This is an optimization exercise on Yosys and OpenROAD, whose aim is small area, a short achievable clock period and few clock cycles per item, not a production implementation. Only simulation tests tie the RTL to the original design; equivalence was not proved. Power figures rest on the tool's default switching activity, not on a simulated workload.

==> flow/design.v, too long to show whole: its modules and the start of the top module <==
// module Ascii2Nt: 21 lines
// module Nt2Param: 19 lines
// module DP_BRAM: 38 lines
// module mux_1OfN: 25 lines
// module GACTX_NWPE: 334 lines
// module GACTX_BTLogic: 234 lines
// module GACTX_ArrayTop: 949 lines
// module gactx_tile: 67 lines
module gactx_tile (
    input         clk,
    input         rst,
    input         start,
    input  [155:0] in_param,
    input         reverse_ref_in,
    input         reverse_query_in,
    input         complement_ref_in,
    input         complement_query_in,
    input  [3:0]  ref_length,
    input  [3:0]  query_length,
    output [3:0]  ref_bram_rd_addr,
    input  [7:0]  ref_bram_data_in,
    output [3:0]  query_bram_rd_addr,
    input  [7:0]  query_bram_data_in,
    input  [11:0] y_in,
    input         start_last,
    output [11:0] max_score,
    output [3:0]  H_offset,
    input  [3:0]  max_H_offset,
    output [3:0]  V_offset,
    input  [3:0]  max_V_offset,
    output [3:0]  ref_max_score_pos,
    output [3:0]  query_max_score_pos,
    output [7:0]  num_tb_steps,
    output [1:0]  dir,
    output        dir_valid,
    output        done
);
  // ...
==> flow/run.sh <==
#!/bin/bash
# synth_recipe.tcl (not shown) runs the flow's synth.tcl, then flattens the netlist and writes it again
# the make line also repeats each setting of config.mk as NAME=value (left out here)
make -C /OpenROAD-flow-scripts/flow DESIGN_CONFIG=/design/flow/config.mk WORK_HOME=/design/flow/orfs CLKGATE_MAP_FILE= SYNTH_SCRIPT=/design/flow/synth_recipe.tcl finish
==> flow/config.mk <==
export PLATFORM = sky130hd
export DESIGN_NAME = gactx_tile
export DESIGN_NICKNAME = gactx_tile
export VERILOG_FILES = /design/flow/design.v
export SDC_FILE = /design/flow/constraint.sdc
export NUM_CORES = 4
export LEC_CHECK = 0
export ABC_CLOCK_PERIOD_IN_PS = 5000
export CAP_MARGIN = 20
export CORE_MARGIN = 2
export CORE_UTILIZATION = 55
export SETUP_SLACK_MARGIN = 3.5
export SLEW_MARGIN = 20
==> flow/constraint.sdc <==
create_clock -name core_clock -period 10.0 [get_ports {clk}]
set_input_delay 2.0000 -clock core_clock [delete_from_list [all_inputs] [get_ports {clk}]]
set_output_delay 2.0000 -clock core_clock [all_outputs]
set_load 0.01 [all_outputs]
==> run_results.csv, run 1 <==
group,metric,value,unit
place,instance_area_at_placement,161100,um^2
yosys,ys_dominant_reg_cell,"dfxtp_1",
clocking,clockBufferDepth,4,
clocking,ctsResizeCount,35,
global_route,grt-busiest-layer,"met2",
pwr,p_leak,66.75,nW
place,gp_congestion,0.9667,
routing,vias,129200,
routing,drc_errors,0,
yosys,synthXorXnorAreaFrac,2.212,%
pwr,power.share.switching,38.28,%
layout,area.share.sequential,35.64,%
yosys,synth_mux_area_share,14.62,%
global_route,grt_use_total,36.70,%
layout,sequential_cell_total,2814,
routing,detail_route.wirelength,542400,um
timing,grt_setup_unrepaired,"no",
yosys,synth_enable_flop_cells,528,
timing,setup_violations,0,
yosys,synth.distinct_cells,107,
timing,setup-tns-final,0,ns
status,result_of_the_run,"finished clean",
routing,number_of_iterations_in_the_first_detailed_routing_pass,8,
pwr,power_top_consumer,"combinational cells",
setup_path,critPathCapture,"u_array.inst_bt_logic.next_pe_state[1]",
layout,mostFrequentLayoutCell,"nand2_1",
layout,layout.nets,18140,
Testbench counts, summed over its fixed seeds: cycles 14,821, tiles 192.
==> module DP_BRAM, before the edit <==
module DP_BRAM #( 
  parameter ADDR_WIDTH = 4,
  parameter DATA_WIDTH = 8,
  parameter ASYNC_READ = 0
)(
  input clk,
  input rst,
  input [ADDR_WIDTH-1:0] raddr,
  input [ADDR_WIDTH-1:0] waddr,
  input wr_en,
  input [DATA_WIDTH-1:0] data_in,
  output [DATA_WIDTH-1:0] data_out);
  localparam DEPTH = 2**ADDR_WIDTH;
  reg [DATA_WIDTH*DEPTH-1:0] mem;
  genvar g;
  generate
  for (g = 0; g < DEPTH; g = g + 1) begin : entry
      always @(posedge clk) begin
          if (rst)
              mem[g*DATA_WIDTH +: DATA_WIDTH] <= {DATA_WIDTH{1'b0}};
          else if (wr_en == 1 && waddr == g)
              mem[g*DATA_WIDTH +: DATA_WIDTH] <= data_in;
      end
  end
  endgenerate
  generate
  if (ASYNC_READ) begin : rd_async
      assign data_out = mem[raddr*DATA_WIDTH +: DATA_WIDTH];
  end
  else begin : rd_sync
      reg [DATA_WIDTH-1:0] data_out_r;
      always @(posedge clk) begin
          data_out_r <= mem[raddr*DATA_WIDTH +: DATA_WIDTH];
      end
      assign data_out = data_out_r;
  end
  endgenerate
endmodule
==> module GACTX_BTLogic, before the edit <==
module GACTX_BTLogic #(
  parameter ADDR_WIDTH = 20,
  parameter REF_LEN_WIDTH = 12,
  parameter LOG_NUM_PE = 6
)
(
    input clk,
    input rst,
    input start,
    input [REF_LEN_WIDTH-1:0] ref_length,
    input [ADDR_WIDTH-1:0] max_score_mod_addr,
    input [ADDR_WIDTH-1:0] max_score_addr,
    input [LOG_NUM_PE-1:0] max_score_pe,
    input [1:0] max_score_pe_state,
    input [3:0] input_dir,
    input [3:0] input_dir_diag,
    input [REF_LEN_WIDTH-1:0] start_pos,
    input [REF_LEN_WIDTH-1:0] next_stop_pos,
    input [REF_LEN_WIDTH-1:0] max_stripe_num,
    output reg [ADDR_WIDTH-1:0] next_addr,
    output reg [LOG_NUM_PE-1:0] next_pe,
    output wire [ADDR_WIDTH-1:0] next_addr_diag,
    output wire [LOG_NUM_PE-1:0] next_pe_diag,
    output wire addr_valid,
    output wire [1:0] dir,
    output wire dir_valid,
    output wire [REF_LEN_WIDTH-1:0] start_pos_addr,
    output wire [REF_LEN_WIDTH-1:0] next_stop_pos_addr,
    output reg [REF_LEN_WIDTH-1:0] H_offset,
    input [REF_LEN_WIDTH-1:0] max_H_offset,
    output reg [REF_LEN_WIDTH-1:0] V_offset,
    input [REF_LEN_WIDTH-1:0] max_V_offset,
    output reg [ADDR_WIDTH+LOG_NUM_PE-1:0] num_tb_steps,
    output done
);
  localparam MAX_PE = (2**LOG_NUM_PE) - 1;
  reg [REF_LEN_WIDTH-1:0] max_stripe;
  reg [ADDR_WIDTH-1:0] mod_count;
  reg [1:0] next_pe_state;
  reg [2:0] state;
  reg [2:0] next_state;
  reg final_H;
  reg final_V;
  reg stripe_change;
  reg stripe0;
  reg [REF_LEN_WIDTH-1:0] curr_start_pos;
  reg [REF_LEN_WIDTH-1:0] curr_stop_pos;
  reg [REF_LEN_WIDTH-1:0] position_addr;
  localparam WAIT=0, BLOCK0=1, BLOCK1=2, BLOCK2=3, CALC=4, DONE=5;
  localparam ZERO=0, M=3, V=1, H=2;
  wire [LOG_NUM_PE-1:0] next_pe_decr_mod;
  wire [ADDR_WIDTH-1:0] next_addr_mod;
  wire [REF_LEN_WIDTH-1:0] next_V_offset;
  wire [REF_LEN_WIDTH-1:0] next_H_offset;
  assign done = (state == DONE);
  assign dir_valid = (state == CALC) && (dir != 0);
  assign addr_valid = (next_state == CALC);
  assign dir = next_pe_state;
  assign start_pos_addr = position_addr;
  assign next_stop_pos_addr = position_addr;
  assign next_pe_decr_mod = (next_pe == 0) ? MAX_PE : (next_pe - 1);
  assign next_addr_mod = (next_pe == 0) ? (next_addr - next_stop_pos + start_pos -2) : (next_addr - 1);
  assign next_addr_diag = next_addr_mod;
  assign next_pe_diag = next_pe_decr_mod;
  assign next_V_offset = ((next_pe_state == M) || (next_pe_state == V)) ? (V_offset + 1) : V_offset;
  assign next_H_offset = ((next_pe_state == M) || (next_pe_state == H)) ? (H_offset + 1) : H_offset;
  always @(*) begin
      curr_start_pos = start_pos;
      curr_stop_pos = next_stop_pos;
  end
  always @(posedge clk) begin
      if (rst) begin
          state <= WAIT;
      end
      else begin
          state <= next_state;
          case (state)
              WAIT: begin
                  stripe0 <= 0;
                  max_stripe <= max_stripe_num;
                  mod_count <= max_score_mod_addr;
                  next_addr <= max_score_addr;
                  next_pe <= max_score_pe; 
                  next_pe_state <= max_score_pe_state;
                  H_offset <= 0;
                  V_offset <= 0;
                  num_tb_steps <= 0;
                  final_H <= 0;
                  final_V <= 0;
                  stripe_change <= 0;
                  if(max_stripe_num > 0) begin
                      position_addr <= max_stripe_num - 1;
                  end
                  else begin
                      stripe0 <= 1;
                      position_addr <= 0;
                  end
              end
              BLOCK0: begin
              end
              BLOCK1: begin
              end
              BLOCK2: begin
              end
              CALC: begin
                  H_offset <= next_H_offset;
                  V_offset <= next_V_offset;
                  num_tb_steps <= num_tb_steps + (dir != 0);
                  if (next_pe_state == M) begin
                      if (next_pe == 0 && position_addr > 0) begin
                          position_addr <= position_addr - 1;
                      end
                      else if(next_pe == 0 && position_addr == 0) begin
                          stripe0 <= 1;
                      end
                      if(next_pe==0 && next_addr ==0) begin
                          next_pe_state <= ZERO;
                      end
                      else begin
                          if(mod_count == 0 && ((stripe0 == 1 && next_pe > 0) || (stripe0 == 0))) begin
                              final_V <= 1;
                              next_pe_state <= V;
                              if (next_pe == 0 && stripe0 == 0) begin
                                  next_pe <= MAX_PE;
                                  next_addr <= next_addr - curr_stop_pos + curr_start_pos - 1;
                              end
                              else begin
                                  next_pe <= next_pe - 1;
                              end
                          end
                          else if ((next_pe==0 && mod_count > 0) && (next_addr < curr_stop_pos) && (stripe0 == 1)) begin
                              next_pe_state <= H;
                              final_H <= 1;
                              mod_count <= mod_count - 1;
                              next_addr <= next_addr - 1;
                          end
                          else begin 
                              if (next_pe == 0 && stripe0 == 0) begin
                                  next_addr <= next_addr - curr_stop_pos + curr_start_pos - 2;
                                  next_pe <= MAX_PE;
                              end
                              else begin
                                  next_addr <= next_addr - 1;
                                  next_pe <= next_pe - 1;
                              end
                              next_pe_state <= input_dir_diag[1:0];
                              mod_count <= mod_count - 1;
                          end
                      end
                  end
                  else if (next_pe_state == V) begin
                      if (next_pe == 0 && position_addr > 0) begin
                          position_addr <= position_addr - 1;
                      end
                      else if(next_pe == 0 && position_addr == 0) begin
                          stripe0 <= 1;
                      end
                      if(next_pe==0 && next_addr==0) begin
                          next_pe_state <= ZERO;
                          final_V <= 0;
                      end
                      else begin
                          if ((next_pe == 0 && mod_count > 0) && (next_addr < curr_stop_pos) && (stripe0 == 1)) begin
                              next_pe_state <= H; 
                              final_H <= 1;
                          end
                          else begin
                              if (next_pe == 0 && stripe0 == 0) begin
                                  next_pe <= MAX_PE;
                                  next_addr <= next_addr - curr_stop_pos + curr_start_pos -1;
                              end
                              else begin
                                  next_pe <= next_pe - 1;
                              end
                              if(input_dir[2] == 0 || final_V) begin
                                  next_pe_state <= V;
                              end
                              else begin
                                  next_pe_state <= M;
                              end
                          end
                      end
                  end
                  else if (next_pe_state == H) begin
                      if(next_addr == 0 && next_pe == 0) begin
                          next_pe_state <= ZERO;
                          final_H <= 0;
                      end
                      else begin
                          if(mod_count == 0 && ((stripe0 == 1 && next_pe > 0) || (stripe0 == 0))) begin
                              final_V <= 1;
                              next_pe_state <= V;
                          end
                          else begin
                              if (input_dir[3] == 0 || (final_H && next_addr > 0)) begin
                                  next_pe_state <= H;
                              end
                              else begin
                                  next_pe_state <= M;
                              end
                          end
                          mod_count <= mod_count - 1;
                          next_addr <= next_addr - 1;
                      end
                  end
              end
             DONE: begin
             end
         endcase
     end
  end
  always @(*) 
  begin
      next_state = state;
      case (state)
          WAIT:
              if (start)
                  next_state = CALC;
          BLOCK0:
              next_state = BLOCK1;
          BLOCK1:
              next_state = BLOCK2;
          BLOCK2:
              next_state = CALC;
          CALC:
              if ((next_pe_state == ZERO) || (next_H_offset == max_H_offset) || (next_V_offset == max_V_offset))
                  next_state = DONE;
              else
                  next_state = CALC;
          DONE:
              next_state = WAIT;
      endcase
  end
endmodule
==> run 2: changes to the inputs <==
--- a/flow/design.v
+++ b/flow/design.v
@@ -36,51 +36,81 @@
             N : out_param = {in_param[3*PE_WIDTH-1:2*PE_WIDTH], in_param[3*PE_WIDTH-1:2*PE_WIDTH], in_param[3*PE_WIDTH-1:2*PE_WIDTH], in_param[3*PE_WIDTH-1:2*PE_WIDTH]};
             default : out_param = {{(4*PE_WIDTH){1'b0}}};
         endcase
     end
 endmodule
 module DP_BRAM #( 
   parameter ADDR_WIDTH = 4,
   parameter DATA_WIDTH = 8,
-  parameter ASYNC_READ = 0
+  parameter ASYNC_READ = 0,
+  parameter USED = 2**ADDR_WIDTH
 )(
   input clk,
   input rst,
   input [ADDR_WIDTH-1:0] raddr,
   input [ADDR_WIDTH-1:0] waddr,
   input wr_en,
   input [DATA_WIDTH-1:0] data_in,
   output [DATA_WIDTH-1:0] data_out);
-  localparam DEPTH = 2**ADDR_WIDTH;
+  localparam DEPTH = USED;
   reg [DATA_WIDTH*DEPTH-1:0] mem;
+  wire [DATA_WIDTH-1:0] rd_word = (raddr < DEPTH) ? mem[raddr*DATA_WIDTH +: DATA_WIDTH] : {DATA_WIDTH{1'b0}};
   genvar g;
   generate
   for (g = 0; g < DEPTH; g = g + 1) begin : entry
       always @(posedge clk) begin
           if (rst)
               mem[g*DATA_WIDTH +: DATA_WIDTH] <= {DATA_WIDTH{1'b0}};
           else if (wr_en == 1 && waddr == g)
               mem[g*DATA_WIDTH +: DATA_WIDTH] <= data_in;
       end
   end
   endgenerate
   generate
   if (ASYNC_READ) begin : rd_async
-      assign data_out = mem[raddr*DATA_WIDTH +: DATA_WIDTH];
+      assign data_out = rd_word;
   end
   else begin : rd_sync
       reg [DATA_WIDTH-1:0] data_out_r;
       always @(posedge clk) begin
-          data_out_r <= mem[raddr*DATA_WIDTH +: DATA_WIDTH];
+          data_out_r <= rd_word;
       end
       assign data_out = data_out_r;
   end
   endgenerate
 endmodule
+module DIR_MEM #(
+  parameter ADDR_WIDTH = 6,
+  parameter USED = 2**ADDR_WIDTH
+)(
+  input clk,
+  input rst,
+  input [ADDR_WIDTH-1:0] waddr,
+  input wr_en,
+  input [3:0] data_in,
+  input [ADDR_WIDTH-1:0] raddr_a,
+  input [ADDR_WIDTH-1:0] raddr_b,
+  output [1:0] data_a,
+  output [1:0] data_b);
+  reg [4*USED-1:0] mem;
+  genvar g;
+  generate
+  for (g = 0; g < USED; g = g + 1) begin : entry
+      always @(posedge clk) begin
+          if (rst)
+              mem[g*4 +: 4] <= 4'b0;
+          else if (wr_en == 1 && waddr == g)
+              mem[g*4 +: 4] <= data_in;
+      end
+  end
+  endgenerate
+  assign data_a = (raddr_a < USED) ? mem[raddr_a*4+2 +: 2] : 2'b0;
+  assign data_b = (raddr_b < USED) ? mem[raddr_b*4 +: 2] : 2'b0;
+endmodule
 module mux_1OfN #(
     parameter NUM_PORTS_WIDTH = 2,
     parameter DATA_WIDTH = 32,
     parameter REG_OUT = 1
 )(
     input clk,
     input [NUM_PORTS_WIDTH-1:0] select,
     input [(2 ** NUM_PORTS_WIDTH)*DATA_WIDTH-1:0] data_in,
@@ -488,28 +518,42 @@
   wire [LOG_NUM_PE-1:0] next_pe_decr_mod;
   wire [ADDR_WIDTH-1:0] next_addr_mod;
   wire [REF_LEN_WIDTH-1:0] next_V_offset;
   wire [REF_LEN_WIDTH-1:0] next_H_offset;
   assign done = (state == DONE);
   assign dir_valid = (state == CALC) && (dir != 0);
   assign addr_valid = (next_state == CALC);
   assign dir = next_pe_state;
-  assign start_pos_addr = position_addr;
-  assign next_stop_pos_addr = position_addr;
+  reg [REF_LEN_WIDTH-1:0] position_addr_nxt;
+  always @(*) begin
+      position_addr_nxt = position_addr;
+      if (!rst) begin
+          if (state == WAIT)
+              position_addr_nxt = (max_stripe_num > 0) ? (max_stripe_num - 1) : 0;
+          else if (state == CALC && (next_pe_state == M || next_pe_state == V) && next_pe == 0 && position_addr > 0)
+              position_addr_nxt = position_addr - 1;
+      end
+  end
+  assign start_pos_addr = position_addr_nxt;
+  assign next_stop_pos_addr = position_addr_nxt;
+  reg [ADDR_WIDTH-1:0] stripe_off1;    
+  reg [ADDR_WIDTH-1:0] stripe_off2;    
+  always @(posedge clk) begin
+      curr_start_pos <= start_pos;
+      curr_stop_pos <= next_stop_pos;
+      stripe_off1 <= start_pos - next_stop_pos - 1;
+      stripe_off2 <= start_pos - next_stop_pos - 2;
+  end
   assign next_pe_decr_mod = (next_pe == 0) ? MAX_PE : (next_pe - 1);
-  assign next_addr_mod = (next_pe == 0) ? (next_addr - next_stop_pos + start_pos -2) : (next_addr - 1);
+  assign next_addr_mod = (next_pe == 0) ? (next_addr + stripe_off2) : (next_addr - 1);
   assign next_addr_diag = next_addr_mod;
   assign next_pe_diag = next_pe_decr_mod;
   assign next_V_offset = ((next_pe_state == M) || (next_pe_state == V)) ? (V_offset + 1) : V_offset;
   assign next_H_offset = ((next_pe_state == M) || (next_pe_state == H)) ? (H_offset + 1) : H_offset;
-  always @(*) begin
-      curr_start_pos = start_pos;
-      curr_stop_pos = next_stop_pos;
-  end
   always @(posedge clk) begin
       if (rst) begin
           state <= WAIT;
       end
       else begin
           state <= next_state;
           case (state)
               WAIT: begin
@@ -554,31 +598,31 @@
                           next_pe_state <= ZERO;
                       end
                       else begin
                           if(mod_count == 0 && ((stripe0 == 1 && next_pe > 0) || (stripe0 == 0))) begin
                               final_V <= 1;
                               next_pe_state <= V;
                               if (next_pe == 0 && stripe0 == 0) begin
                                   next_pe <= MAX_PE;
-                                  next_addr <= next_addr - curr_stop_pos + curr_start_pos - 1;
+                                  next_addr <= next_addr + stripe_off1;
                               end
                               else begin
                                   next_pe <= next_pe - 1;
                               end
                           end
                           else if ((next_pe==0 && mod_count > 0) && (next_addr < curr_stop_pos) && (stripe0 == 1)) begin
                               next_pe_state <= H;
                               final_H <= 1;
                               mod_count <= mod_count - 1;
                               next_addr <= next_addr - 1;
                           end
                           else begin 
                               if (next_pe == 0 && stripe0 == 0) begin
-                                  next_addr <= next_addr - curr_stop_pos + curr_start_pos - 2;
+                                  next_addr <= next_addr + stripe_off2;
                                   next_pe <= MAX_PE;
                               end
                               else begin
                                   next_addr <= next_addr - 1;
                                   next_pe <= next_pe - 1;
                               end
                               next_pe_state <= input_dir_diag[1:0];
                               mod_count <= mod_count - 1;
@@ -599,17 +643,17 @@
                       else begin
                           if ((next_pe == 0 && mod_count > 0) && (next_addr < curr_stop_pos) && (stripe0 == 1)) begin
                               next_pe_state <= H; 
                               final_H <= 1;
                           end
                           else begin
                               if (next_pe == 0 && stripe0 == 0) begin
                                   next_pe <= MAX_PE;
-                                  next_addr <= next_addr - curr_stop_pos + curr_start_pos -1;
+                                  next_addr <= next_addr + stripe_off1;
                               end
                               else begin
                                   next_pe <= next_pe - 1;
                               end
                               if(input_dir[2] == 0 || final_V) begin
                                   next_pe_state <= V;
                               end
                               else begin
@@ -655,17 +699,18 @@
                   next_state = CALC;
           BLOCK0:
               next_state = BLOCK1;
           BLOCK1:
               next_state = BLOCK2;
           BLOCK2:
               next_state = CALC;
           CALC:
-              if ((next_pe_state == ZERO) || (next_H_offset == max_H_offset) || (next_V_offset == max_V_offset))
+              if ((next_pe_state == ZERO) || (next_H_offset == max_H_offset) || (next_V_offset == max_V_offset)
+                  || (next_pe == 0 && next_addr == 0))
                   next_state = DONE;
               else
                   next_state = CALC;
           DONE:
               next_state = WAIT;
       endcase
   end
 endmodule
@@ -690,23 +735,23 @@
     input [QUERY_LEN_WIDTH-1:0] query_length,
     output reg [REF_LEN_WIDTH-1:0] ref_bram_rd_addr, 
     input [7:0] ref_bram_data_in,
     output reg [PARAM_ADDR_WIDTH-1:0] query_bram_rd_addr,
     input [7:0] query_bram_data_in,
     input [PE_WIDTH-1:0] y_in, 
     input start_last,
     output reg [PE_WIDTH-1:0] max_score,
-    output reg [REF_LEN_WIDTH-1:0] H_offset,
+    output [REF_LEN_WIDTH-1:0] H_offset,
     input [REF_LEN_WIDTH-1:0] max_H_offset,
-    output reg [QUERY_LEN_WIDTH-1:0] V_offset,
+    output [QUERY_LEN_WIDTH-1:0] V_offset,
     input [QUERY_LEN_WIDTH-1:0] max_V_offset,
     output reg [REF_LEN_WIDTH-1:0] ref_max_score_pos,
     output reg [QUERY_LEN_WIDTH-1:0] query_max_score_pos,
-    output reg [(REF_LEN_WIDTH + (QUERY_LEN_WIDTH - LOG_NUM_PE))+LOG_NUM_PE-1:0] num_tb_steps,
+    output [(REF_LEN_WIDTH + (QUERY_LEN_WIDTH - LOG_NUM_PE))+LOG_NUM_PE-1:0] num_tb_steps,
     output wire [1:0] dir,
     output wire dir_valid,
     output done);
     localparam PARAM_WIDTH = 4 * PE_WIDTH;
     localparam V_FIFO_DEPTH_WIDTH = REF_LEN_WIDTH;
     localparam M_FIFO_DEPTH_WIDTH = REF_LEN_WIDTH;
     localparam F_FIFO_DEPTH_WIDTH = REF_LEN_WIDTH;
     reg first_query_block;
@@ -716,16 +761,18 @@
     wire [PARAM_WIDTH-1:0] param;
     wire [PARAM_WIDTH-1:0] param_out;
     reg [REF_LEN_WIDTH-1:0] curr_ref_len;
     reg [QUERY_LEN_WIDTH-1:0] curr_query_len;
     reg reverse_query, reverse_ref;
     reg complement_query, complement_ref;
     reg rst_pe[NUM_PE-1:0];
     reg [3:0] state;
+    reg prev_continue;
+    always @(posedge clk) prev_continue <= (state == STREAM_CONTINUE);
     wire [3:0] ref_nt; 
     wire [3:0] query_nt; 
     wire [4*NUM_PE-1:0] select_dir_data_in;
     wire [PE_WIDTH-1:0] sub_A_in;
     wire [PE_WIDTH-1:0] sub_C_in;
     wire [PE_WIDTH-1:0] sub_G_in;
     wire [PE_WIDTH-1:0] sub_T_in;
     reg [PE_WIDTH-1:0] sub_N_in;
@@ -913,17 +960,20 @@
                 assign out = in1 | in2;
             end
         end
         assign stop = gen_levels[LOG_NUM_PE-1].gen_nodes[0].out;
     endgenerate
     assign dir = bt_logic_dir_out; 
     assign dir_valid = bt_logic_dir_valid;
     assign param = (curr_query_len > query_length) ? 0 : param_out;
-    assign done = (state == DONE);
+    assign done = (state == BT_WAIT) && bt_logic_done;
+    assign H_offset = bt_logic_H_offset;
+    assign V_offset = bt_logic_V_offset;
+    assign num_tb_steps = bt_logic_num_tb_steps;
     assign init_V = (start_pos == 0) ? reg_init_V : ((2'b11) << (PE_WIDTH-2));  
     assign init_M = ((2'b11) << (PE_WIDTH-2));
     assign y = y_in;
     reg [PE_WIDTH-1:0] max_with_y_r;
     always @(posedge clk) max_with_y_r <= global_max_out[NUM_PE-1] - y_in;
     assign max_with_y = max_with_y_r;
     assign start_final = ~stop_prev & stop;
     assign stop_final = stop_prev & ~stop;
@@ -993,18 +1043,16 @@
     end
     always @(posedge clk) begin
       if (rst) begin
           set_param <= 0;
           last <= 0;
           first_query_block <= 1'b0;
           first_element_first_query_block <= 1'b0;
           curr_query_len <= 0;
-          H_offset <= 0;
-          V_offset <= 0;
           init_in_0 <= 0;
           compute_global_max_in_0 <= 0;
           wr_start_pos_counter_reg <= 0;
           wr_stop_pos_counter_reg <= 0;
           ref_max_score_pos <=0;
           query_max_score_pos <= 0;
           ref_bram_rd_addr <= 0;
           query_bram_rd_addr <= 0;
@@ -1022,16 +1070,29 @@
                   sub_N_in <= in_param[3*PE_WIDTH-1-:PE_WIDTH];
                   gap_open <= in_param[2*PE_WIDTH-1-:PE_WIDTH];
                   gap_extend <= in_param[PE_WIDTH-1:0];
                   first_query_block <= 1'b1;
                   first_start <= 1'b0;
                   last_query_sent <= 0;
                   ref_max_score_pos <=0;
                   query_max_score_pos <= 0;
+                  if (start) begin
+                      wr_start_pos_counter_reg <= 0;
+                      wr_stop_pos_counter_reg <= 0;
+                      prev_start_pos <= 0;
+                      if (reverse_query_in) begin
+                          query_bram_rd_addr <= query_length - 1;
+                      end
+                      else begin
+                          query_bram_rd_addr <= 0;
+                      end
+                      reg_init_V <= in_param[2*PE_WIDTH-1-:PE_WIDTH];
+                      current_position <= 0;
+                  end
               end
               READ_PARAM_FIFO: begin
                   wr_start_pos_counter_reg <= 0;
                   wr_stop_pos_counter_reg <= 0;
                   prev_start_pos <= 0;
                   if (reverse_query) begin
                       query_bram_rd_addr <= query_length - 1;
                   end
@@ -1124,24 +1185,17 @@
                   init_in_0 <= 0;              
                   compute_global_max_in_0 <= 0;
                   first_query_block <= 0;
                   current_position <= current_position + stop_pos - prev_start_pos + 1;
                   wr_start_pos_counter_reg <= wr_start_pos_counter_reg +1;
                   wr_stop_pos_counter_reg <= wr_stop_pos_counter_reg +1;
                   reg_init_V <= reg_init_V + gap_extend;
               end
-              BT_WAIT: begin
-                  if (bt_logic_done) begin
-                      H_offset <= bt_logic_H_offset;
-                      V_offset <= bt_logic_V_offset;
-                      num_tb_steps <= bt_logic_num_tb_steps;
-                  end
-              end
-              BT_START: begin
+              COMPUTE_MAX_WAIT: if (compute_max_out[NUM_PE-1] == 1'b1) begin
                   max_score <= V_out[NUM_PE-1];
                   ref_max_score_pos <= max_ref_mod_out[NUM_PE-1];
                   query_max_score_pos <= (max_query_mod_out[NUM_PE-1] << LOG_NUM_PE) + max_query_pos_out[NUM_PE-1];
               end
           endcase
       end
   end
   assign stall = 0;
@@ -1336,146 +1390,155 @@
           .max_with_y_out(max_with_y_out[k]),
           .curr_ref_mod(start_pos_pe[k])
       );
   end
   endgenerate
   generate
   for (k = 0; k < NUM_PE; k = k + 1) 
   begin:bram_dir_gen
-      assign select_dir_data_in[4*(k+1)-1:4*k] = bt_bram_data_out[k];
-      assign bt_bram_addr[k] = (bt_logic_next_pe == k) ? bt_logic_next_addr : bt_logic_next_addr_diag;
       assign pe_dir_valid_y_drop[k] = pe_dir_valid[k] & ((k==0) ? start_transmit_in[1] : start_transmit_out[k]);
   end
   endgenerate
   generate
   for (j = 2; j < NUM_PE; j=j+1) 
   begin:systolic_transmit_connections
       assign start_transmit_in[j] = start_transmit_out[j-1];
   end
   endgenerate
   generate
     assign start_transmit_in[1] = ((first_query_block && (start_pos_pe[0]-1)==0) || (~first_query_block && ((start_final == 1 && stop_done == 1 && start_pos_pe[0]-1 < stop_pos+1) || (init_out[0]==1 && stop ==1 && stop_done==1 && start_pos_pe[0]-1 >=start_pos && start_pos_pe[0]-1<=stop_pos)))) | start_done;
   endgenerate
+  wire [1:0] bt_rd_a [0:NUM_PE-1];
+  wire [1:0] bt_rd_b [0:NUM_PE-1];
   generate
   for (k = 0; k < NUM_PE; k = k + 1) 
   begin:bram_gen
-      DP_BRAM #(
+      DIR_MEM #(
           .ADDR_WIDTH(BT_BRAM_ADDR_WIDTH),
-          .DATA_WIDTH(4),  
-          .ASYNC_READ(1)
+          .USED(48)  
       ) bt_dp_bram (
       .clk(clk),
       .rst(rst),
       .waddr(pe_dir_addr[k]),
-      .raddr(bt_bram_addr[k]),
       .wr_en(pe_dir_valid[k]),
       .data_in(pe_dir[k]),
-      .data_out(bt_bram_data_out[k]));
+      .raddr_a(bt_logic_next_addr),
+      .raddr_b((k == NUM_PE-1) ? bt_logic_next_addr_diag : (bt_logic_next_addr - 1'b1)),
+      .data_a(bt_rd_a[k]),
+      .data_b(bt_rd_b[k]));
   end
   endgenerate
+  assign bt_logic_input_dir = {bt_rd_a[bt_logic_next_pe], 2'b00};
+  assign bt_logic_input_dir_diag = {2'b00, bt_rd_b[bt_logic_next_pe_diag]};
   assign wr_start_pos_en = wr_start_pos_en_reg | state_wr_en_reg;
   assign start_pos_in  = start_pos_in_reg;
   assign wr_start_pos_counter = wr_start_pos_counter_reg;
   DP_BRAM #(
       .ADDR_WIDTH(REF_LEN_WIDTH),
       .DATA_WIDTH(REF_LEN_WIDTH),
-      .ASYNC_READ(1)
+      .ASYNC_READ(1),
+      .USED(4)  
   ) start_pos_dpbram
   (
       .clk(clk),
       .rst(rst),
       .raddr(bt_start_pos_addr),
       .waddr(wr_start_pos_counter),
       .wr_en(wr_start_pos_en),
       .data_in(start_pos_in),
       .data_out(bt_start_pos)
   );
   assign wr_stop_pos_en = wr_stop_pos_en_reg | state_wr_en_reg;
   assign stop_pos_in  = stop_pos_in_reg;
   assign wr_stop_pos_counter = wr_stop_pos_counter_reg;
   DP_BRAM #(
       .ADDR_WIDTH(REF_LEN_WIDTH),
       .DATA_WIDTH(REF_LEN_WIDTH),
-      .ASYNC_READ(1)
+      .ASYNC_READ(1),
+      .USED(4)  
   ) stop_pos_dpbram
   (
       .clk(clk),
       .rst(rst),
       .raddr(bt_next_stop_pos_addr),
       .waddr(wr_stop_pos_counter),
       .wr_en(wr_stop_pos_en),
       .data_in(stop_pos_in),
       .data_out(bt_next_stop_pos)
   );
   assign V_intern_fifo_wr_en = init_out[NUM_PE-1];
   assign V_intern_fifo_wr_data_in = V_out[NUM_PE-1];
   assign V_dpbram_waddr = start_pos_pe[NUM_PE-1]-1;
   DP_BRAM #(
       .ADDR_WIDTH(REF_LEN_WIDTH),
-      .DATA_WIDTH(PE_WIDTH)
+      .DATA_WIDTH(PE_WIDTH),
+      .USED(15)  
   ) V_dpbram
   (
       .clk(clk),
       .rst(rst),
       .raddr(first_pe_counter),
       .waddr(V_dpbram_waddr),
       .wr_en(V_intern_fifo_wr_en),
       .data_in(V_intern_fifo_wr_data_in),
       .data_out(V_intern_fifo_rd_data_out)
   );
   assign M_intern_fifo_wr_en = init_out[NUM_PE-1]; 
   assign M_intern_fifo_wr_data_in = M_out[NUM_PE-1];
   assign M_dpbram_waddr = start_pos_pe[NUM_PE-1]-1;
   DP_BRAM #(
       .ADDR_WIDTH(REF_LEN_WIDTH),
-      .DATA_WIDTH(PE_WIDTH)
+      .DATA_WIDTH(PE_WIDTH),
+      .USED(15)  
   ) M_dpbram
   (
       .clk(clk),
       .rst(rst),
       .raddr(first_pe_counter),
       .waddr(M_dpbram_waddr),
       .wr_en(M_intern_fifo_wr_en),
       .data_in(M_intern_fifo_wr_data_in),
       .data_out(M_intern_fifo_rd_data_out)
   );
   assign F_intern_fifo_wr_en = init_out[NUM_PE-1];
   assign F_intern_fifo_wr_data_in = F_out[NUM_PE-1];
   assign F_dpbram_waddr = start_pos_pe[NUM_PE-1]-1;
   DP_BRAM #(
       .ADDR_WIDTH(REF_LEN_WIDTH),
-      .DATA_WIDTH(PE_WIDTH)
+      .DATA_WIDTH(PE_WIDTH),
+      .USED(15)  
   ) F_dpbram
   (
       .clk(clk),
       .rst(rst),
       .raddr(first_pe_counter),
       .waddr(F_dpbram_waddr),
       .wr_en(F_intern_fifo_wr_en),
       .data_in(F_intern_fifo_wr_data_in),
       .data_out(F_intern_fifo_rd_data_out)
   );
   assign E_intern_fifo_wr_en = init_out[NUM_PE-1];
   assign E_intern_fifo_wr_data_in = E_out[NUM_PE-1];
   assign E_dpbram_waddr = start_pos_pe[NUM_PE-1]-1;
   DP_BRAM #(
       .ADDR_WIDTH(REF_LEN_WIDTH),
-      .DATA_WIDTH(PE_WIDTH)
+      .DATA_WIDTH(PE_WIDTH),
+      .USED(15)  
   ) E_dpbram
   (
       .clk(clk),
       .rst(rst),
       .raddr(first_pe_counter),
       .waddr(E_dpbram_waddr),
       .wr_en(E_intern_fifo_wr_en),
       .data_in(E_intern_fifo_wr_data_in),
       .data_out(E_intern_fifo_rd_data_out)
   );
-  assign bt_logic_start = (state == BT_START);
+  assign bt_logic_start = (state == COMPUTE_MAX_WAIT) && (compute_max_out[NUM_PE-1] == 1'b1);
   assign bt_logic_max_score_addr = max_ref_pos_out[NUM_PE-1];
   assign bt_logic_max_score_mod_addr = max_ref_mod_out[NUM_PE-1];
   assign bt_logic_max_score_pe = max_query_pos_out[NUM_PE-1];
   assign bt_logic_max_score_pe_state = max_pe_state_out[NUM_PE-1];  
   assign bt_max_stripe_num = max_stripe_num_out[NUM_PE-1];
   GACTX_BTLogic #(
       .ADDR_WIDTH(BT_BRAM_ADDR_WIDTH),
       .REF_LEN_WIDTH(REF_LEN_WIDTH),
@@ -1505,45 +1568,25 @@
       .dir_valid(bt_logic_dir_valid),
       .H_offset(bt_logic_H_offset),
       .max_H_offset(max_H_offset),
       .V_offset(bt_logic_V_offset),
       .max_V_offset(max_V_offset),
       .num_tb_steps(bt_logic_num_tb_steps),
       .done(bt_logic_done)
   );
-  mux_1OfN #( 
-      .NUM_PORTS_WIDTH(LOG_NUM_PE),
-      .DATA_WIDTH(4),
-      .REG_OUT(0)
-  ) dir_select (
-      .clk(clk),
-      .select (bt_logic_next_pe), 
-      .data_in (select_dir_data_in),
-      .data_out (bt_logic_input_dir)
-  );
-  mux_1OfN #( 
-      .NUM_PORTS_WIDTH(LOG_NUM_PE),
-      .DATA_WIDTH(4),
-      .REG_OUT(0)
-  ) dir_select_diag (
-      .clk(clk),
-      .select (bt_logic_next_pe_diag), 
-      .data_in (select_dir_data_in),
-      .data_out (bt_logic_input_dir_diag)
-  );
   always @(posedge clk) begin
       if(rst) begin
           state <= WAIT;
       end
       else begin
           case (state)
               WAIT: begin
                   if (start) begin
-                      state <= READ_PARAM_FIFO;
+                      state <= SET_PARAM;
                   end
               end
               READ_PARAM_FIFO: begin
                   state <= SET_PARAM;
               end
               SET_PARAM: begin
                   if (set_param[NUM_PE-2] == 1) begin
                       state <= STREAM_REF_START;
@@ -1581,39 +1624,42 @@
                       end
                       else if(start_pos_pe[0] >= ref_length) begin
                           state <= STREAM_REF_STOP;
                       end
                   end
               end
               STREAM_REF_STOP: begin
                   if (curr_query_len >= query_length) begin
-                      state <= STREAM_REF_DONE;
+                      if (prev_continue)
+                          state <= COMPUTE_MAX_START;
+                      else
+                          state <= STREAM_REF_DONE;
                   end
                   else begin
                       state <= SET_PARAM;
                   end
               end
               STREAM_REF_DONE: begin
                   state <= COMPUTE_MAX_START;
               end
               COMPUTE_MAX_START: begin
                   state <= COMPUTE_MAX_WAIT;
               end
               COMPUTE_MAX_WAIT: begin
                   if (compute_max_out[NUM_PE-1] == 1'b1) begin
-                      state <= BT_START;
+                      state <= BT_WAIT;
                   end
               end
               BT_START: begin
                   state <= BT_WAIT;
               end
               BT_WAIT: begin
                   if (bt_logic_done) begin
-                      state <= DONE;
+                      state <= WAIT;
                   end
               end
               DONE: begin
                   state <= WAIT;
               end
           endcase
       end
   end
==> flow/config.mk (replaced) <==
export PLATFORM = sky130hd
export DESIGN_NAME = gactx_tile
export DESIGN_NICKNAME = gactx_tile
export VERILOG_FILES = /design/flow/design.v
export SDC_FILE = /design/flow/constraint.sdc
export NUM_CORES = 4
export LEC_CHECK = 0
export ABC_CLOCK_PERIOD_IN_PS = 5000
export CAP_MARGIN = 20
export CORE_MARGIN = 2
export CORE_UTILIZATION = 55
export SETUP_SLACK_MARGIN = 4.5
export SLEW_MARGIN = 20
==> run_results.csv, run 2 <==
group,metric,value,unit
pwr,power_density,254.8,nW/um^2
place,gp_congestion,1.026,
setup_path,crit_chain,"nand2_1, nor3_2, clkdlybuf4s50_1",
routing,average_vias_per_placed_instance,6.398,
global_route,use_met1,52.28,%
layout,fillerInstances,21030,
pwr,p_leak,56.96,nW
yosys,synth.top_cells.by_area,"dfxtp_1 (28%), edfxtp_1 (11%), ha_1 (10%), nand2_1 (7.0%), a21oi_1 (6.8%)",
layout,layout.area.seq,53850,um^2
yosys,synth.net_count,16730,
floorplan,pin_count,256,
setup_path,r2r-start,"u_array.pe_gen[1].inst_nwpe.V_diag[0]",
routing,number_of_iterations_in_the_first_detailed_routing_pass,12,
place,place_hpwl,352700,um
yosys,yosys.cell_count.top_type,"nand2_1",
global_route,grt_remaining_overflow,0,
setup_path,timing.reg2reg.setup_slack,4.72,ns
floorplan,die_area,252500,um^2
global_route,grt-busiest-layer,"met2",
yosys,netlist_instances,15350,
setup_path,critical_path.max_fanout,20,
yosys,ys_dominant_reg_cell,"dfxtp_1",
timing,setup-tns-final,0,ns
layout,largest_register_ff_count,768,
setup_path,arrival,3.31,ns
setup_path,timing.reg2reg.worst_path_depth,22,
global_route,grt_max_degree,254,
layout,fraction_of_final_layout_cells_sized_beyond_drive_strength_1,8.392,%
floorplan,start_util,55.46,%
setup_path,worst_ep_required_time,8.00,ns
layout,layout.nets,16610,
layout,mostFrequentLayoutCell,"nand2_1",
global_route,grt_antenna_before_repair,29,
timing,period_share,53.09,%
yosys,synth_enable_flop_cells,520,
clocking,cts_hold_buffers,0,
timing,final_max_slew_viol_count,0,
clocking,clock_root_buffer,"clkbuf_16",
yosys,most_common_library_cells_after_synthesis,"nand2_1 (2,554), dfxtp_1 (1,907), a21oi_1 (1,844), ha_1 (1,141), nor2_1 (969)",
routing,vias,119900,
clocking,cts_made_buffers,284,
yosys,yosys_register_bits,2427,
place,io_buffers,253,
setup_path,rr_endpoint,"u_array.pe_gen[1].inst_nwpe.V[2]",
global_route,grt_use_total,38.34,%
yosys,post-synth-top-area-cell,"dfxtp_1",
timing,grt_setup_unrepaired,"no",
yosys,asyncSetResetFlopFracSynth,0,%
routing,drc_errors,0,
min_path,hp-class,"register to register",
routing,post_route_ant_nets,0,
pwr,max-vdd-ir-drop,0.2763,mV
timing,max_freq,0.1884,GHz
global_route,globalRouteMet3Util,8.161,%
clocking,clkTransAtPathRegs,0.06,ns
setup_path,cp_num_buf_inv,1,
setup_path,critical_path_cell_count,3,
yosys,synth_top_area_share,27.94,%
layout,final_util,61.61,%
routing,first_iter_violations,14160,
yosys,netlist_area,136600,um^2
layout,flow.area_growth_from_synthesis,11.09,%
yosys,synth.distinct_cells,100,
status,result_of_the_run,"finished clean",
routing,detail_route.wirelength,498900,um
clocking,clock_tree.htree_level_count,5,
floorplan,die_w,502.4,um
clocking,tritoncts_num_sinks,2427,
setup_path,critPathSlowestCell,"dfxtp_1",
timing,timing_worst_slew_pin_value,1.332,ns
global_route,grt_pass1_wl,729700,um
setup_path,critPathCapture,"done",
layout,multi_input_comb_area,77490,um^2
timing,finalHoldViolations,0,
setup_path,setup.worst_path.start,"u_array.state[0]",
floorplan,fp.dieH,502.4,um
floorplan,rows,182,
global_route,grt_pass1_vias,113600,
clocking,tritoncts,"done",
yosys,synthesis.yosys.warnings,17,
setup_path,crit_type,"register to output pin",
yosys,synth_seq_area_share,39.37,%
clocking,clockBufferDepth,4,
setup_path,max_stage_delay,0.90,ns
floorplan,design.core.area,246400,um^2
timing,final.min_clock_period,5.309,ns
timing,worst_slew_margin_rel,11.21,%
clocking,clock_latency_on_the_worst_skew_pair,0.95,ns
timing,setup_violations,0,
job,drv.max_cap_violation_count,0,
global_route,gr-usage-met2,57.50,%
timing,worst_clock_skew,0.09210,ns
layout,top_register,"u_array.bram_gen.bt_dp_bram.mem",
routing,routedWlPerCell,26.62,um
yosys,synth_area_per_cell,8.904,um^2
setup_path,crit_path_start_kind,"register",
setup_path,cp_top_family,"flip-flops",
setup_path,setup.worst_path.end_class,"output pin",
layout,layout.cells.most_common_list,"nand2_1 (2,552), dfxtp_1 (1,885), a21oi_1 (1,840)",
## run 2: cell type report
cell class / count / area share, %
antenna: 9 / 0.01484
multi-input combinational: 11340 / 51.04
tap: 3312 / 2.730
clock inverter: 78 / 0.5399
timing repair buffer: 554 / 3.246
sequential: 2427 / 35.47
clock buffer: 404 / 5.424
inverter: 617 / 1.527
## run 2: power by group
group          internal, mW  switching [mW]  leakage [nW]  total (mW)
logic                  5.65            10.5          32.3        16.2
registers              11.0            1.19          20.2        12.2
clock network          6.06            4.19          4.45        10.2
## run 2: cells by family (layout without fill, tap and decap cells)
logic type                 count (synthesis)  count (layout)  share of synthesized area [%]
buffers and inverters                   1581            1653                          4.494
muxes                                   1000            1000                          10.32
other                                      0               9                              0
and+or+nand+nor                         5060            5061                          16.07
xor gates and xnor gates                 409             409                          2.621
adders and majority gates               1175            1175                          10.95
DFF                                     2427            2427                          39.37
AOI/OAI and AO/OA                       3694            3694                          16.18
## run 2: worst min-delay path by stage
stage	start	to	slack [ns]	cells past startpoint
global placement	u_array.compute_global_max_in_0	u_array.delayed_compute_global_max_in_0	0.42	0
global route	u_array.compute_global_max_in_0	u_array.delayed_compute_global_max_in_0	0.45	0
finish	u_array.pe_gen[0].inst_nwpe.sub_T[11]	u_array.pe_gen[0].inst_nwpe.rew[11]	0.43	2
CTS	u_array.pe_gen[0].inst_nwpe.sub_T[11]	u_array.pe_gen[0].inst_nwpe.rew[11]	0.44	2
detailed placement	u_array.init_in_0	u_array.delayed_init_in_0	0.42	0
floorplan	u_array.compute_global_max_in_0	u_array.delayed_compute_global_max_in_0	0.41	0
## run 2: worst reg2reg max path, cell delays in order (launching register included)
cell and delay, ns:
dfxtp_1 0.32, ha_1 0.25, fa_1 0.46, a21o_1 0.18, a211o_1 0.30, o211ai_1 0.12
a21oi_1 0.13, a21o_1 0.19, a21o_1 0.19, xnor2_2 0.24, inv_1 0.23, ha_1 0.25
nand2b_1 0.16, a221o_1 0.27, nor4_1 0.20, o211ai_1 0.14, and3_1 0.19, o221ai_2 0.16
buf_4 0.31, and2_4 0.30, nand2_1 0.07, a21oi_1 0.31, o22ai_1 0.12
## run 2: routing by layer
metal	wire [um]	part of all wire (%)
met4	28770	5.8
met2	213200	43
met5	42	0.0084
met1	204800	41
met3	52140	10
## run 2: through the flow
| stage | hold WS [ns] | instance area, um^2 | setup WS [ns] | instances | power [mW] |
|---|---|---|---|---|---|
| final | 0.4349 | 151800 | 4.691 | 18740 | 38.68 |
| after global routing | 0.4541 | 151800 | 4.518 | 18730 | 40.33 |
| after floorplan | 0.4086 | 136700 | 5.005 | 15350 | 22.07 |
| after detailed placement | 0.4242 | 142500 | 3.905 | 18240 | 27.86 |
| after global placement | 0.4241 | 142500 | 4.037 | 18240 | 27.43 |
| after CTS | 0.4366 | 151600 | 4.619 | 18720 | 38.10 |
## run 2: what timing repair did
item,CTS,global route
gates cloned,0,1
setup buffers,0,3
pin swaps,0,2
setup endpoints to repair,5,76
gates resized for setup,3,6
Testbench counts of run 2, summed over its fixed seeds: cycles 13,887, tiles 192.
==> run 3: changes to the inputs <==
--- a/flow/config.mk
+++ b/flow/config.mk
@@ -5,9 +5,9 @@
 export SDC_FILE = /design/flow/constraint.sdc
 export NUM_CORES = 4
 export LEC_CHECK = 0
-export ABC_CLOCK_PERIOD_IN_PS = 5000
+export ABC_CLOCK_PERIOD_IN_PS = 4000
 export CAP_MARGIN = 20
 export CORE_MARGIN = 2
 export CORE_UTILIZATION = 55
-export SETUP_SLACK_MARGIN = 4.5
+export SETUP_SLACK_MARGIN = 5
 export SLEW_MARGIN = 20
==> run_results.csv, run 3 <==
group,metric,value,unit
global_route,use_met1,52.36,%
setup_path,timing.reg2reg.worst_path_depth,15,
yosys,synth.net_count,16730,
global_route,grt_pass1_vias,113700,
setup_path,crit_path_start_kind,"register",
clocking,cts_made_buffers,284,
timing,final_max_slew_viol_count,0,
clocking,clockBufferDepth,4,
routing,first_iter_violations,14230,
setup_path,timing.reg2reg.setup_slack,5.05,ns
routing,drc_errors,0,
place,io_buffers,253,
status,result_of_the_run,"finished clean",
pwr,max-vdd-ir-drop,0.2746,mV
layout,top_register,"u_array.bram_gen.bt_dp_bram.mem",
yosys,post-synth-top-area-cell,"dfxtp_1",
floorplan,design.core.area,246400,um^2
setup_path,critPathSlowestCell,"nand2_1",
setup_path,crit_chain,"buf_4, nor4_2, buf_4, nand2_1, inv_1, ha_1, o21ai_0, a21boi_1, o41ai_1, o21ai_1, o41ai_1, xor2_1, and2_1, nor3b_1, a311o_1",
yosys,ys_dominant_reg_cell,"dfxtp_1",
timing,period_share,49.50,%
floorplan,fp.dieH,502.4,um
global_route,grt_antenna_before_repair,29,
setup_path,worst_ep_required_time,10.75,ns
yosys,yosys.cell_count.top_type,"nand2_1",
floorplan,die_w,502.4,um
min_path,hold_depth,0,
setup_path,setup.worst_path.end_class,"register",
timing,setup-tns-final,0,ns
clocking,tritoncts,"done",
timing,worst_clock_skew,0.08801,ns
clocking,clkTransAtPathRegs,0.06,ns
clocking,cts_hold_buffers,0,
global_route,gr-usage-met2,57.44,%
yosys,synth_top_area_share,27.94,%
yosys,synth_seq_area_share,39.37,%
layout,flow.area_growth_from_synthesis,11.47,%
floorplan,pin_count,256,
timing,final.min_clock_period,4.950,ns
yosys,netlist_area,136600,um^2
yosys,yosys_register_bits,2427,
place,place_hpwl,352700,um
timing,postLayoutSetupSlackWorst,5.050,ns
pwr,power_density,255.2,nW/um^2
yosys,synth.distinct_cells,100,
min_path,hp-class,"register to register",
routing,number_of_iterations_in_the_first_detailed_routing_pass,9,
timing,worst_slew_margin_rel,13.47,%
global_route,grt_pass1_wl,730200,um
min_path,min-delay-start,"u_array.compute_global_max_in_0",
setup_path,critical_path.max_fanout,27,
place,gp_congestion,1.026,
setup_path,max_stage_delay,0.45,ns
timing,max_freq,0.2020,GHz
job,drv.max_cap_violation_count,0,
layout,layout.cells.most_common_list,"nand2_1 (2,552), dfxtp_1 (1,880), a21oi_1 (1,834)",
setup_path,crit_type,"register to register",
layout,layout.nets,16640,
global_route,grt-busiest-layer,"met2",
floorplan,die_area,252500,um^2
routing,detail_route.wirelength,499700,um
timing,setup_violations,0,
layout,mostFrequentLayoutCell,"nand2_1",
routing,vias,120200,
yosys,synth.top_cells.by_area,"dfxtp_1 (28%), edfxtp_1 (11%), ha_1 (10%), nand2_1 (7.0%), a21oi_1 (6.8%)",
routing,routedWlPerCell,26.60,um
layout,final_util,61.82,%
clocking,clock_latency_on_the_worst_skew_pair,0.95,ns
yosys,synthesis.yosys.warnings,17,
global_route,grt_remaining_overflow,0,
yosys,synth_enable_flop_cells,520,
global_route,grt_use_total,38.36,%
min_path,timing.hold.worst_endpoint,"u_array.delayed_compute_global_max_in_0",
layout,fraction_of_final_layout_cells_sized_beyond_drive_strength_1,8.805,%
setup_path,r2r-start,"u_array.start_pos_in_reg[0]",
timing,timing_worst_slew_pin_value,1.289,ns
pwr,p_leak,57.21,nW
global_route,globalRouteMet3Util,8.044,%
yosys,synth_area_per_cell,8.904,um^2
layout,largest_register_ff_count,768,
yosys,asyncSetResetFlopFracSynth,0,%
timing,grt_setup_unrepaired,"yes",
floorplan,rows,182,
routing,average_vias_per_placed_instance,6.402,
yosys,most_common_library_cells_after_synthesis,"nand2_1 (2,554), dfxtp_1 (1,907), a21oi_1 (1,844), ha_1 (1,141), nor2_1 (969)",
global_route,grt_max_degree,254,
clocking,clock_root_buffer,"clkbuf_16",
setup_path,arrival,5.70,ns
clocking,clock_tree.htree_level_count,5,
yosys,netlist_instances,15350,
clocking,tritoncts_num_sinks,2427,
timing,finalHoldViolations,0,
setup_path,rr_endpoint,"u_array.pe_gen[0].inst_nwpe.V_diag[11]",
floorplan,start_util,55.46,%
place,preCtsSetupSlack,3.905,ns
routing,post_route_ant_nets,0,
run 3: cell counts after synthesis:
No cell type changed its count.
run 3: area by class of cell:
class	count	area [um^2]
antenna	12	30.03
clock buffer	404	8234
clock inverter	78	819.5
fill	20990	94070
inverter	617	2321
multi-input combinational	11340	77660
sequential	2427	53860
tap	3312	4144
timing repair buffer	591	5256
run 3: logic make-up after synthesis:
family,share of synthesized area [%]
adder cells (fa/ha/maj),10.95
AND/OR/NAND/NOR,16.07
XOR/XNOR,2.621
multiplexers,10.32
flip-flops,39.37
AO/OA/AOI/OAI,16.18
buffers and inverters,4.494
run 3: what timing repair did:
action,4_1_cts,5_1_grt
cloned,1,1
buffers inserted,2,36
pin swaps,2,8
gates resized for setup,18,46
setup endpoints to repair,159,73
run 3: worst max-delay path, delay by kind of cell (launching register included):
| kind | cells | cell delay [ns] |
|---|---|---|
| AOI/OAI and AO/OA | 6 | 1.67 |
| and+or+nand+nor | 4 | 1.27 |
| buffers and inverters | 3 | 1.03 |
| adders and majority gates | 1 | 0.34 |
| DFF | 1 | 0.29 |
| xor gates and xnor gates | 1 | 0.18 |
run 3: worst max path at each step:
stage	start	to	slack, ns	cells past startpoint
finish	u_array.start_pos_in_reg[0]	u_array.pe_gen[0].inst_nwpe.V_diag[11]	5.05	15
global route	u_array.pe_gen[1].inst_nwpe.V_diag[0]	u_array.pe_gen[1].inst_nwpe.V[10]	4.91	22
CTS	u_array.inst_bt_logic.state[2]	done	4.89	3
detailed placement	query_bram_data_in[6]	u_array.pe_gen[1].inst_nwpe.sub_C[1]	3.90	6
global placement	rst	u_array.inst_bt_logic.stripe_off1[3]	4.04	12
floorplan	rst	u_array.inst_bt_logic.stripe_off1[3]	5.00	12
run 3: per-stage QoR:
stage               hold slack (ns)  instances  area (um^2)  power (mW)
finish                       0.4436      18780       152300       38.88
global route                 0.4541      18770       152300       40.51
CTS                          0.4366      18720       151600       38.14
detailed placement           0.4242      18240       142500       27.86
global placement             0.4241      18240       142500       27.43
floorplan                    0.4086      15350       136700       22.07
run 3: metal layers:
layer | vias up | part of all wire, %
met2 | 6227 | 43
met5 | - | 0.011
met3 | 1262 | 10
met4 | 8 | 5.9
met1 | 58250 | 41
li1 | 54490 | -
run 3: report_power, final:
group / switching [mW] / leakage, nW / internal, mW / total (mW)
Clock: 4.20 / 4.45 / 6.06 / 10.3
Combinational: 10.6 / 32.5 / 5.76 / 16.4
Sequential: 1.19 / 20.2 / 11.0 / 12.2
Total: 16.0 / 57.2 / 22.9 / 38.9

==> port drivers added, routing unchanged <==
The flow's constraints put no driver on any port. The routed layouts listed below were extracted and timed again, unchanged, in two steps.
Step 1: set_driving_cell puts a clkbuf_16 on clk and a buf_2 on each other input, an assumption about the parent block.
Step 2, shift: input delay + t, output delay - t, t = (earliest + latest rising clock arrival at the registers) / 2. This alone moves slack from input paths to output paths.
a / b / c = ideal ports / drivers / drivers and shift; a / b = the first two.
run	t, ns	setup slack, ns	worst setup path at the end	clock arrival spread, ns	pins driven straight from the clock port
run 1	1.016	3.517 / 3.517 / 3.517	register to register	0.069 / 0.068	1
run 2	1.010	4.691 / 4.590 / 3.835	input to register	0.121 / 0.121	1
run 3	1.010	5.050 / 5.050 / 4.278	input to register	0.119 / 0.119	1
After both steps setup and hold are still met in every run listed. For run 2, which loses most, drivers alone change the setup slack by -0.101 ns; drivers and shift together by -0.856 ns.
